Background: an optimization exercise with open tools, aiming at small area, a short achievable clock period and few clock cycles per item. Do not read the settings as production practice.
RTL that was checked went through simulation tests only; none was proved equivalent to the original.

==> flow/design.v (excerpt) <==
module M1 (
  input logic Clock,
  input logic Resetn,
  input logic Start,
  output logic Stop,
  output logic[17:0]   SRAM_address,
  output logic[15:0]   SRAM_write_data,
  output logic         SRAM_we_n,
  input logic[15:0]    SRAM_read_data
);
localparam logic [17:0] U_START   = 18'd38400;
localparam logic [17:0] V_START   = 18'd57600;
localparam logic [17:0] RGB_START = 18'd146944;
logic        act;
logic [9:0]  ph;       
logic [16:0] ya;       
logic [17:0] wa;       
logic [6:0]  col;      
logic        wen;
logic [7:0]  cw [0:15];
logic [15:0] yw;              
logic i_3, m0, m78, m79;
always_comb begin
  i_3 = ph[4] | ph[5];        
  m0  = (col == 7'd0);
  m78 = (col == 7'd78);
  m79 = (col == 7'd79);
end
logic [7:0] t [0:5];
logic [7:0] s0, s1, s2, s3, s4, s5;
always_comb begin
  for (int k = 0; k < 6; k++) t[k] = cw[2*k];
  s1 = (m0 & ~i_3) ? t[2] : t[1];
  s0 = m0 ? s1 : t[0];
  s2 = t[2];
  s3 = (m79 & i_3) ? t[2] : t[3];
  s4 = m79 ? s3 : t[4];
  s5 = m79 ? s3 : (m78 & i_3) ? t[4] : t[5];
end
logic [8:0] ia, ib, ic;       
function automatic logic [8:0] add8(input logic [7:0] x, input logic [7:0] y);
  logic c;
  c = 1'b0;
  for (int i = 0; i < 8; i++) begin
    add8[i] = x[i] ^ y[i] ^ c;
    c = (x[i] & y[i]) | (x[i] & c) | (y[i] & c);
  end
  add8[8] = c;
endfunction
always_ff @(posedge Clock) begin
  ia <= add8(s0, s5);
  ib <= add8(s1, s4);
  ic <= add8(s2, s3);
end
wire [16:0] isum;
wire [8:0]  ichr = isum[16:8];
wire ti_w1 = ia[7] ^ ia[5]; wire ti_w2 = ia[7] & ia[5];
wire ti_w3 = ia[8] ^ ia[6]; wire ti_w4 = ia[8] & ia[6];
wire ti_w5 = ia[4] ^ ia[2]; wire ti_w6 = ia[4] & ia[2];
wire ti_w7 = ia[5] ^ ia[3] ^ ia[1]; wire ti_w8 = (ia[5] & ia[3]) | (ia[1] & (ia[5] ^ ia[3]));
wire ti_w9 = ~ib[3] ^ ~ib[1] ^ ~ib[0]; wire ti_w10 = (~ib[3] & ~ib[1]) | (~ib[0] & (~ib[3] ^ ~ib[1]));
wire ti_w11 = ia[6] ^ ia[4] ^ ia[2]; wire ti_w12 = (ia[6] & ia[4]) | (ia[2] & (ia[6] ^ ia[4]));
wire ti_w13 = ~ib[4] ^ ~ib[2] ^ ~ib[1]; wire ti_w14 = (~ib[4] & ~ib[2]) | (~ib[1] & (~ib[4] ^ ~ib[2]));
wire ti_w15 = ia[3] ^ ~ib[5] ^ ~ib[3]; wire ti_w16 = (ia[3] & ~ib[5]) | (~ib[3] & (ia[3] ^ ~ib[5]));
wire ti_w17 = ~ib[2] ^ ~ic[7] ^ ic[2]; wire ti_w18 = (~ib[2] & ~ic[7]) | (ic[2] & (~ib[2] ^ ~ic[7]));
  ...
Size: ~1800 cells after synthesis, ~310 flip-flops, ~55 I/O pins, roughly 0.020 sq mm of cells after synthesis.
==> flow/config.mk <==
export PLATFORM = sky130hd
export DESIGN_NAME = M1
export DESIGN_NICKNAME = M1
export VERILOG_FILES = /design/flow/design.v
export SDC_FILE = /design/flow/constraint.sdc
export NUM_CORES = 4
export LEC_CHECK = 0
export CAP_MARGIN = 20
export CORE_MARGIN = 2
export CORE_UTILIZATION = 40
export SLEW_MARGIN = 20
==> flow/constraint.sdc <==
create_clock -name core_clock -period 24.0 [get_ports {Clock}]
set_input_delay 4.8000 -clock core_clock [delete_from_list [all_inputs] [get_ports {Clock}]]
set_output_delay 4.8000 -clock core_clock [all_outputs]
set_load 0.01 [all_outputs]
standard.sh (not shown) runs the stock make flow with config.mk's settings and CLKGATE_MAP_FILE= SYNTH_SCRIPT=/design/flow/synth_recipe.tcl, a recipe that flattens the netlist after the stock synthesis.
==> flow/flow/run.sh <==
#!/bin/bash
# Standard synthesis and layout, with faster port buffers (buf_4) and the
# extra ORFS settings listed in flow/make.env (one NAME=value per line).
# Logs go to this folder.
set -uo pipefail
here=$(pwd)
args=()
while IFS= read -r line; do [ -n "$line" ] && args+=("$line"); done < flow/make.env
bash standard.sh synth > "$here/synth.log" 2>&1 || exit 1
bash standard.sh finish "BUFFER_PORTS_ARGS=-buffer_cell sky130_fd_sc_hd__buf_4" \
  "${args[@]}" > "$here/layout.log" 2>&1 || exit 1
==> flow/flow/make.env <==
CTS_CLUSTER_SIZE=25
CTS_CLUSTER_DIAMETER=100
Change:
--- a/flow/design.v
+++ b/flow/design.v
@@ -382,24 +382,25 @@
     fin <= 1'b0;
     Stop <= 1'b0;
     we <= 1'b0;
   end else begin
     we <= 1'b0;
     Stop <= fin;
     if (!act) begin
       if (Start && !fin) act <= 1'b1;
     end else if (wr_next) begin
       we <= 1'b1;
       if (wa == 18'h3FFFF) begin
         fin <= 1'b1;
+        Stop <= 1'b1;
         act <= 1'b0;
       end
     end
   end
 end
 always_ff @(posedge Clock) begin
   if (!act) begin
     ph <= 10'b00_0000_0100;
     ya <= -17'sd4;
     wa <= RGB_START;
     col <= 7'd77;
     wen <= 1'b0;
After rerunning: The new run completed without violations. Setup slack gets worse by 0.0050 ns. Clock skew is lower by 0.0079 ns. Critical path depth stays the same. Clock-buffer cell count stays the same. Sequential cell count goes down by 1. Global-route usage shrinks by 0.22 points. Maximum frequency is about the same.
No run of this note included a check of the RTL's function; only the layout flow was run.

---

Another version of the RTL of M1 (not shown whole).
Size: ~55 I/O pins, ~22000 µm² of cells after synthesis.
Settings: LEC_CHECK=0, CAP_MARGIN=20, CORE_MARGIN=2, CORE_UTILIZATION=40, SLEW_MARGIN=20; clock period 24.0 ns.
Scripts as last shown in full above: flow/flow/run.sh, flow/flow/make.env
==> next run, changes <==
--- a/flow/design.v
+++ b/flow/design.v
@@ -14,31 +14,29 @@
 localparam logic [17:0] V_START   = 18'd57600;
 localparam logic [17:0] RGB_START = 18'd146944;
 logic        act;
 logic [9:0]  ph;       
 logic [16:0] ya;       
 logic [17:0] wa;       
 logic [6:0]  col;      
 logic        wen;
-logic [7:0]  pu [0:7];
-logic [7:0]  pv [0:7];
+logic [7:0]  cw [0:15];
 logic [15:0] yw;              
-logic i_v, i_3, m0, m78, m79;
+logic i_3, m0, m78, m79;
 always_comb begin
-  i_v = ph[1] | ph[5];        
   i_3 = ph[4] | ph[5];        
   m0  = (col == 7'd0);
   m78 = (col == 7'd78);
   m79 = (col == 7'd79);
 end
 logic [7:0] t [0:5];
 logic [7:0] s0, s1, s2, s3, s4, s5;
 always_comb begin
-  for (int k = 0; k < 6; k++) t[k] = i_v ? pv[k] : pu[k];
+  for (int k = 0; k < 6; k++) t[k] = cw[2*k];
   s1 = (m0 & ~i_3) ? t[2] : t[1];
   s0 = m0 ? s1 : t[0];
   s2 = t[2];
   s3 = (m79 & i_3) ? t[2] : t[3];
   s4 = m79 ? s3 : t[4];
   s5 = m79 ? s3 : (m78 & i_3) ? t[4] : t[5];
 end
 logic [8:0] ia, ib, ic;       
@@ -121,18 +119,18 @@
 wire [16:0] ti_ra = {1'b0, ic[8], ti_w136, ti_w134, ti_w132, ti_w130, ti_w128, ti_w126, ti_w124, ti_w122, ti_w120, ti_w118, ti_w116, ti_w114, ti_w112, ti_w110, 1'b1};
 wire [16:0] ti_rb = {1'b0, ti_w138, ti_w137, ti_w135, ti_w133, ti_w131, ti_w129, ti_w127, ti_w125, ti_w123, ti_w121, ti_w119, ti_w117, ti_w115, ti_w113, ti_w111, ti_w109};
 assign isum = ti_ra + ti_rb;
 logic [7:0] ey;
 logic [8:0] eu, ev, ex;       
 logic       mb;               
 logic [8:0] u_even, v_even;
 always_comb begin
-  u_even = {pu[2][7], ~pu[2][7], pu[2][6:0]};
-  v_even = {pv[2][7], ~pv[2][7], pv[2][6:0]};
+  u_even = {cw[4][7], ~cw[4][7], cw[4][6:0]};
+  v_even = {cw[5][7], ~cw[5][7], cw[5][6:0]};
 end
 always_ff @(posedge Clock) begin
   ey <= ({8{ph[0]}} & SRAM_read_data[15:8])
       | ({8{ph[1] | ph[4] | ph[5]}} & yw[15:8])
       | ({8{ph[2] | ph[3] | ph[6] | ph[7]}} & yw[7:0]);
   if (ph[0] | ph[4]) eu <= u_even;
   else if (ph[1] | ph[5]) eu <= ichr;
   if (ph[0] | ph[4]) ev <= v_even;
@@ -354,17 +352,17 @@
 wire tg_w211 = tg_w123 ^ tg_w166 ^ tg_w167; wire tg_w212 = (tg_w123 & tg_w166) | (tg_w167 & (tg_w123 ^ tg_w166));
 wire tg_w213 = tg_w127 ^ tg_w168 ^ tg_w169; wire tg_w214 = (tg_w127 & tg_w168) | (tg_w169 & (tg_w127 ^ tg_w168));
 wire tg_w215 = ~(tg_w170 ^ tg_w171); wire tg_w216 = (tg_w170) | (tg_w171);
 wire tg_w217 = tg_w130 ^ tg_w172; wire tg_w218 = tg_w130 & tg_w172;
 wire [26:0] tg_ra = {1'b1, 1'b1, tg_w216, tg_w214, tg_w212, tg_w210, tg_w208, tg_w206, tg_w204, tg_w202, tg_w200, tg_w198, tg_w196, tg_w194, tg_w192, tg_w190, tg_w188, tg_w186, tg_w184, tg_w182, tg_w180, tg_w178, tg_w176, tg_w174, 1'b1, ~ev[1], ~ev[0]};
 wire [26:0] tg_rb = {1'b0, tg_w218, tg_w217, tg_w215, tg_w213, tg_w211, tg_w209, tg_w207, tg_w205, tg_w203, tg_w201, tg_w199, tg_w197, tg_w195, tg_w193, tg_w191, tg_w189, tg_w187, tg_w185, tg_w183, tg_w181, tg_w179, tg_w177, tg_w175, tg_w173, 1'b0, 1'b1};
 assign sG = tg_ra + tg_rb;
 logic [10:0] qx, qg;          
-logic [7:0] cx, cg, hb;
+logic [7:0] cx, cg;
 function automatic logic [7:0] clip(input logic [10:0] x);
   if (x[10]) clip = 8'd0;
   else if (x[9:8] != 2'b00) clip = 8'd255;
   else clip = x[7:0];
 endfunction
 always_comb begin
   cx = clip(qx);
   cg = clip(qg);
@@ -406,26 +404,19 @@
     if (ph[0] | ph[7]) begin SRAM_address <= {2'd0, ya[15:0]}; ya <= ya + 17'd1; end
     if (wr_next) begin SRAM_address <= wa; wa <= wa + 18'd1; end
     if (ph[1] && ya == 17'd2) wen <= 1'b1;
     if (ph[6]) col <= (col == 7'd79) ? 7'd0 : col + 7'd1;
   end
 end
 always_ff @(posedge Clock) begin
   if (ph[0] | ph[3]) yw <= SRAM_read_data;
-  if (ph[2] | ph[4]) begin
-    for (int k = 0; k < 6; k++) pu[k] <= pu[k+1];
-    pu[6] <= ph[4] ? SRAM_read_data[15:8] : pu[7];
-    pu[7] <= SRAM_read_data[7:0];
-  end
-  if (ph[2] | ph[6]) begin
-    for (int k = 0; k < 6; k++) pv[k] <= pv[k+1];
-    pv[6] <= ph[6] ? SRAM_read_data[15:8] : pv[7];
-    pv[7] <= SRAM_read_data[7:0];
+  if (ph[0] | ph[1] | ph[4] | ph[6]) begin
+    for (int k = 0; k < 15; k++) cw[k] <= cw[k+1];
+    cw[13] <= (ph[4] | ph[6]) ? SRAM_read_data[15:8] : cw[14];
+    cw[15] <= SRAM_read_data[7:0];
   end
   qx <= sX[26:16];
   qg <= sG[26:16];
-  hb <= cx;
-  if (ph[4] | ph[8]) SRAM_write_data <= {hb, cx};
-  else if (ph[5] | ph[9]) SRAM_write_data <= {cg, cx};
-  else SRAM_write_data <= {cx, cg};
+  if (!(ph[4] | ph[8])) SRAM_write_data[15:8] <= (ph[5] | ph[9]) ? cg : cx;
+  SRAM_write_data[7:0] <= (ph[2] | ph[6]) ? cg : cx;
 end
 endmodule
Result:
- final cell count goes down by 4.8%
- area after synthesis came out lower by 3.6%
- register-to-register slack is better by 0.12 ns
- core utilization decreases by 0.26 points
- routed wire length went down by 9.7%
- via count went down by 7.6%
- cell area is lower by 3.5%
Testbench counts after the change, summed over its fixed seeds: cycles 768,120, images 4.
Function not checked in the first run of this note: the RTL went through the layout flow alone.

---

M1, a different RTL version from the one above (not shown whole).
clock: 24.0 ns
lec_check: 0
cap_margin: 20
core_margin: 2
core_utilization: 40
slew_margin: 20
Scripts as last shown in full above: flow/flow/run.sh, flow/flow/make.env
Testbench counts at the start, summed over its fixed seeds: cycles 768,120, images 4.
Edit:
--- a/flow/design.v
+++ b/flow/design.v
@@ -359,29 +359,24 @@
 wire tg_w207 = tg_w115 ^ tg_w162 ^ tg_w163; wire tg_w208 = (tg_w115 & tg_w162) | (tg_w163 & (tg_w115 ^ tg_w162));
 wire tg_w209 = tg_w119 ^ tg_w164 ^ tg_w165; wire tg_w210 = (tg_w119 & tg_w164) | (tg_w165 & (tg_w119 ^ tg_w164));
 wire tg_w211 = tg_w123 ^ tg_w166 ^ tg_w167; wire tg_w212 = (tg_w123 & tg_w166) | (tg_w167 & (tg_w123 ^ tg_w166));
 wire tg_w213 = tg_w127 ^ tg_w168 ^ tg_w169; wire tg_w214 = (tg_w127 & tg_w168) | (tg_w169 & (tg_w127 ^ tg_w168));
 wire tg_w215 = ~(tg_w170 ^ tg_w171); wire tg_w216 = (tg_w170) | (tg_w171);
 wire tg_w217 = tg_w130 ^ tg_w172; wire tg_w218 = tg_w130 & tg_w172;
 wire [26:0] tg_ra = {1'b1, 1'b1, tg_w216, tg_w214, tg_w212, tg_w210, tg_w208, tg_w206, tg_w204, tg_w202, tg_w200, tg_w198, tg_w196, tg_w194, tg_w192, tg_w190, tg_w188, tg_w186, tg_w184, tg_w182, tg_w180, tg_w178, tg_w176, tg_w174, 1'b1, ~ev[1], ~ev[0]};
 wire [26:0] tg_rb = {1'b0, tg_w218, tg_w217, tg_w215, tg_w213, tg_w211, tg_w209, tg_w207, tg_w205, tg_w203, tg_w201, tg_w199, tg_w197, tg_w195, tg_w193, tg_w191, tg_w189, tg_w187, tg_w185, tg_w183, tg_w181, tg_w179, tg_w177, tg_w175, tg_w173, 1'b0, 1'b1};
 assign sG = tg_ra + tg_rb;
-logic [10:0] qx, qg;          
-logic [7:0] cx, cg;
+logic [7:0] cx, cg;           
 function automatic logic [7:0] clip(input logic [10:0] x);
   if (x[10]) clip = 8'd0;
   else if (x[9:8] != 2'b00) clip = 8'd255;
   else clip = x[7:0];
 endfunction
-always_comb begin
-  cx = clip(qx);
-  cg = clip(qg);
-end
 logic wr_next;     
 always_comb wr_next = wen & (ph[2] | ph[4] | ph[5] | ph[6] | ph[8] | ph[9]);
 logic we;          
 assign SRAM_we_n = ~we;
 always_ff @(posedge Clock or negedge Resetn) begin
   if (~Resetn) begin
     act <= 1'b0;
     Stop <= 1'b0;
     we <= 1'b0;
@@ -417,15 +412,15 @@
   end
 end
 always_ff @(posedge Clock) begin
   if (ph[0] | ph[3]) yw <= SRAM_read_data;
   if (ph[0] | ph[1] | ph[4] | ph[6]) begin
     for (int k = 0; k < 15; k++) cw[k] <= cw[k+1];
     cw[13] <= (ph[4] | ph[6]) ? SRAM_read_data[15:8] : cw[14];
     cw[15] <= SRAM_read_data[7:0];
   end
-  qx <= sX[26:16];
-  qg <= sG[26:16];
+  cx <= clip(sX[26:16]);
+  cg <= clip(sG[26:16]);
   if (!(ph[4] | ph[8])) SRAM_write_data[15:8] <= (ph[5] | ph[9]) ? cg : cx;
   SRAM_write_data[7:0] <= (ph[2] | ph[6]) ? cg : cx;
 end
 endmodule
The new run finished clean. Global-route usage came out lower by 0.12 points. Final area came out lower by 1.7%. Hold slack degrades by 0.0078 ns. Worst setup slack improves by 0.0031 ns. Synthesized cell count came out lower by 3.6%.
Testbench counts after the change, summed over its fixed seeds: cycles 768,120, images 4.

## port drivers added, routing unchanged
The flow's constraints put no driver on any port. The routed layouts listed below were extracted and timed again, unchanged, in two steps. Step 1 assumes that a clkbuf_16 drives the clock port and a buf_2 every other input. Step 2 also shifts input and output timing later by t, the mid clock arrival at the registers, as if the neighbouring blocks saw the same clock. Three values: ideal ports, drivers, drivers and shift; two values: the first two.
| run | t, ns | setup slack, ns | worst setup path at the end | pins driven straight from the clock port |
|---|---|---|---|---|
| the first run of note 1 | 0.571 | 18.124 / 18.072 / 18.197 | register to register | 1 |
| the second run of note 1 | 0.567 | 18.119 / 18.071 / 18.233 | input to register | 1 |
| the first run of note 2 | 0.585 | 18.100 / 18.043 / 18.499 | input to register | 1 |
| the second run of note 2 | 0.581 | 18.117 / 18.064 / 18.492 | input to register | 1 |
| the first run of note 3 | 0.574 | 18.117 / 18.067 / 18.513 | input to register | 1 |
| the second run of note 3 | 0.574 | 18.120 / 18.069 / 18.430 | register to register | 1 |
After both steps every run listed still meets setup and hold.
